This is an optimization exercise on Yosys and OpenROAD, whose aim is small area, a short achievable clock period and few clock cycles per item, not a production implementation.
RTL that was checked went through simulation tests only; none was proved equivalent to the original.

==> fjord <==
Design systolic_array_top, start of the top module:
module systolic_array_top #(
    parameter DATAWIDTH = 16,
    parameter N_SIZE = 3
) (
    input  logic clk,
    input  logic rst_n,
    input  logic valid_in,
    input  logic [N_SIZE*DATAWIDTH-1:0] matrix_a_in,    
    input  logic [N_SIZE*DATAWIDTH-1:0] matrix_b_in,    
    output logic valid_out,
    output logic [N_SIZE*DATAWIDTH*2-1:0] matrix_c_out
);
==> module systolic_array_top, before the edit <==
module systolic_array_top #(
    parameter DATAWIDTH = 16,
    parameter N_SIZE = 3
) (
    input  logic clk,
    input  logic rst_n,
    input  logic valid_in,
    input  logic [N_SIZE*DATAWIDTH-1:0] matrix_a_in,    
    input  logic [N_SIZE*DATAWIDTH-1:0] matrix_b_in,    
    output logic valid_out,
    output logic [N_SIZE*DATAWIDTH*2-1:0] matrix_c_out
);
    logic [3:0] cnt;
    logic       first_c, first_k;
    logic [2:0] k;
    always_ff @(posedge clk) begin
        first_c <= (cnt == 4'd0 && valid_in) || cnt == 4'd3 || cnt == 4'd6;
        k       <= cnt == 4'd0 ? 3'b001 : {k[1:0], k[2]};
    end
    assign first_k = k[0];
    always_ff @(posedge clk, negedge rst_n) begin
        if (!rst_n) begin
            cnt       <= 4'd0;
            valid_out <= 1'b0;
        end else begin
            if (cnt == 4'd0) begin
                if (valid_in) cnt <= 4'd1;
            end else if (cnt != 4'd11) begin
                cnt <= cnt + 4'd1;
            end
            valid_out <= cnt == 4'd4 || cnt == 4'd7 || cnt == 4'd10;
        end
    end
    logic [15:0]      a_next;
    logic [16:0]      a_pad;
    logic [2:0][15:0] a1, a2;
    logic [2:0][47:0] b;
    logic [8:0]       one;
    logic [7:0]       two, neg;
    assign a_next = valid_in ? matrix_a_in[15:0] : a1[2];
    assign a_pad  = {a_next, 1'b0};
    always_ff @(posedge clk) begin
        for (int i = 0; i < 8; i++) begin
            one[i] <= a_pad[2*i+1] ^ a_pad[2*i];
            two[i] <= (a_pad[2*i+2] & ~a_pad[2*i+1] & ~a_pad[2*i])
                    | (~a_pad[2*i+2] & a_pad[2*i+1] & a_pad[2*i]);
            neg[i] <= a_pad[2*i+2];
        end
        one[8] <= a_next[15];
        a1[0] <= valid_in ? matrix_a_in[31:16] : a2[2];
        a1[1] <= a1[0];
        a1[2] <= a1[1];
        a2[0] <= matrix_a_in[47:32];
        a2[1] <= a2[0];
        a2[2] <= a2[1];
        b[0]  <= valid_in ? matrix_b_in : b[2];
        b[1]  <= b[0];
        b[2]  <= b[1];
    end
    systolic_array u_array (
        .clk  (clk),
        .first({first_k, first_c}),
        .one  (one),
        .two  (two),
        .neg  (neg),
        .b    (b[0]),
        .sum  (matrix_c_out)
    );
endmodule
Settings: LEC_CHECK=0, CAP_MARGIN=20, CORE_MARGIN=2, CORE_UTILIZATION=40, SLEW_MARGIN=20; clock period 10.0 ns.
standard.sh (not shown) runs the stock make flow with config.mk's settings and CLKGATE_MAP_FILE= SYNTH_SCRIPT=/design/flow/synth_recipe.tcl, a recipe that flattens the netlist after the stock synthesis.
==> flow/flow/run.sh <==
#!/bin/bash
# The standard layout, with timing repair aiming at a 3.5 ns period (setup
# margin 6.5 ns on the 10 ns clock) instead of the 10 ns period itself, and
# the port buffers made with buf_2 cells.
set -euo pipefail
bash standard.sh finish SETUP_SLACK_MARGIN=6.5 "BUFFER_PORTS_ARGS=-buffer_cell sky130_fd_sc_hd__buf_2" > flow.log 2>&1
==> sierra: changes against fjord <==
--- a/flow/design.v
+++ b/flow/design.v
@@ -884,7 +884,9 @@
     logic [3:0] cnt;
     logic       first_c, first_k;
     logic [2:0] k;
+    logic       rot;
     always_ff @(posedge clk) begin
+        rot     <= cnt >= 4'd2 && cnt <= 4'd9;
         first_c <= (cnt == 4'd0 && valid_in) || cnt == 4'd3 || cnt == 4'd6;
         k       <= cnt == 4'd0 ? 3'b001 : {k[1:0], k[2]};
     end
@@ -908,7 +910,7 @@
     logic [2:0][47:0] b;
     logic [8:0]       one;
     logic [7:0]       two, neg;
-    assign a_next = valid_in ? matrix_a_in[15:0] : a1[2];
+    assign a_next = rot ? a1[2] : matrix_a_in[15:0];
     assign a_pad  = {a_next, 1'b0};
     always_ff @(posedge clk) begin
         for (int i = 0; i < 8; i++) begin
@@ -918,13 +920,13 @@
             neg[i] <= a_pad[2*i+2];
         end
         one[8] <= a_next[15];
-        a1[0] <= valid_in ? matrix_a_in[31:16] : a2[2];
+        a1[0] <= rot ? a2[2] : matrix_a_in[31:16];
         a1[1] <= a1[0];
         a1[2] <= a1[1];
         a2[0] <= matrix_a_in[47:32];
         a2[1] <= a2[0];
         a2[2] <= a2[1];
-        b[0]  <= valid_in ? matrix_b_in : b[2];
+        b[0]  <= rot ? b[2] : matrix_b_in;
         b[1]  <= b[0];
         b[2]  <= b[1];
     end
==> flow/flow/run.sh (replaced) <==
#!/bin/bash
# The standard layout, with timing repair aiming at a 3.2 ns period (setup
# margin 6.8 ns on the 10 ns clock) instead of the 10 ns period itself, the
# port buffers made with buf_2 cells and the clock tree with clkbuf_8 cells.
set -euo pipefail
bash standard.sh finish SETUP_SLACK_MARGIN=6.8 "BUFFER_PORTS_ARGS=-buffer_cell sky130_fd_sc_hd__buf_2" CTS_BUF_LIST=sky130_fd_sc_hd__clkbuf_8 > flow.log 2>&1
==> summary.md <==
| Metric | Value |
|---|---|
| Non-CTS buffers | `278` |
| Grt met2 use | `0.346` |
| Grt met3 use | `0.0297` |
| Status | `finished clean` |
| Signal buf overhead | `0.0480` |
| Post-Synth Adder-Cell Area | `0.270` |
| Final Util | `0.457` |
That was fjord.
==> summary.md <==
| Metric | Value |
|---|---|
| Top Layer Used | `met5` |
| Post-synth top cells | `640 x xnor2_1, 554 x dfxtp_1, 360 x a22oi_1` |
| Grt met3 use | `0.0505` |
| Post-Syn Area | `38300 um^2` |
| Status | `finished clean` |
| Grt met2 use | `0.348` |
| Setup crit end kind | `output port` |
| Clk buf depth | `3` |
| Final Util | `0.488` |
That was sierra.
Testbench counts of sierra, summed over its fixed seeds: cycles 3,840, items 320.
For fjord, only the layout was checked, not whether the RTL still works.

==> what the ideal ports hide <==
No port has a modelled driver above. Below, the same layouts with a new extraction and two added sets of constraints. Step 1 (the two cells are an assumption about what drives the block):
set clk [get_ports {clk}]
set_driving_cell -lib_cell sky130_fd_sc_hd__clkbuf_16 $clk
set_driving_cell -lib_cell sky130_fd_sc_hd__buf_2 [delete_from_list [all_inputs] $clk]
Step 2, shift: input delay + t, output delay - t, t = (earliest + latest rising clock arrival at the registers) / 2. This alone moves slack from input paths to output paths. Three values: ideal ports, drivers, drivers and shift; two values: the first two.
run | t (ns) | setup WS [ns] | hold slack, ns | latest minus earliest clock arrival (ns)
fjord | 0.698 | 6.559 / 6.559 / 6.103 | 0.317 / 0.317 / 0.317 | 0.029 / 0.029
sierra | 0.855 | 6.710 / 6.642 / 6.767 | 0.321 / 0.321 / 0.321 | 0.041 / 0.041
After both steps setup and hold are still met in every run listed. For fjord, which loses most, drivers alone change the setup slack by 0.000 ns; drivers and shift together by -0.456 ns.
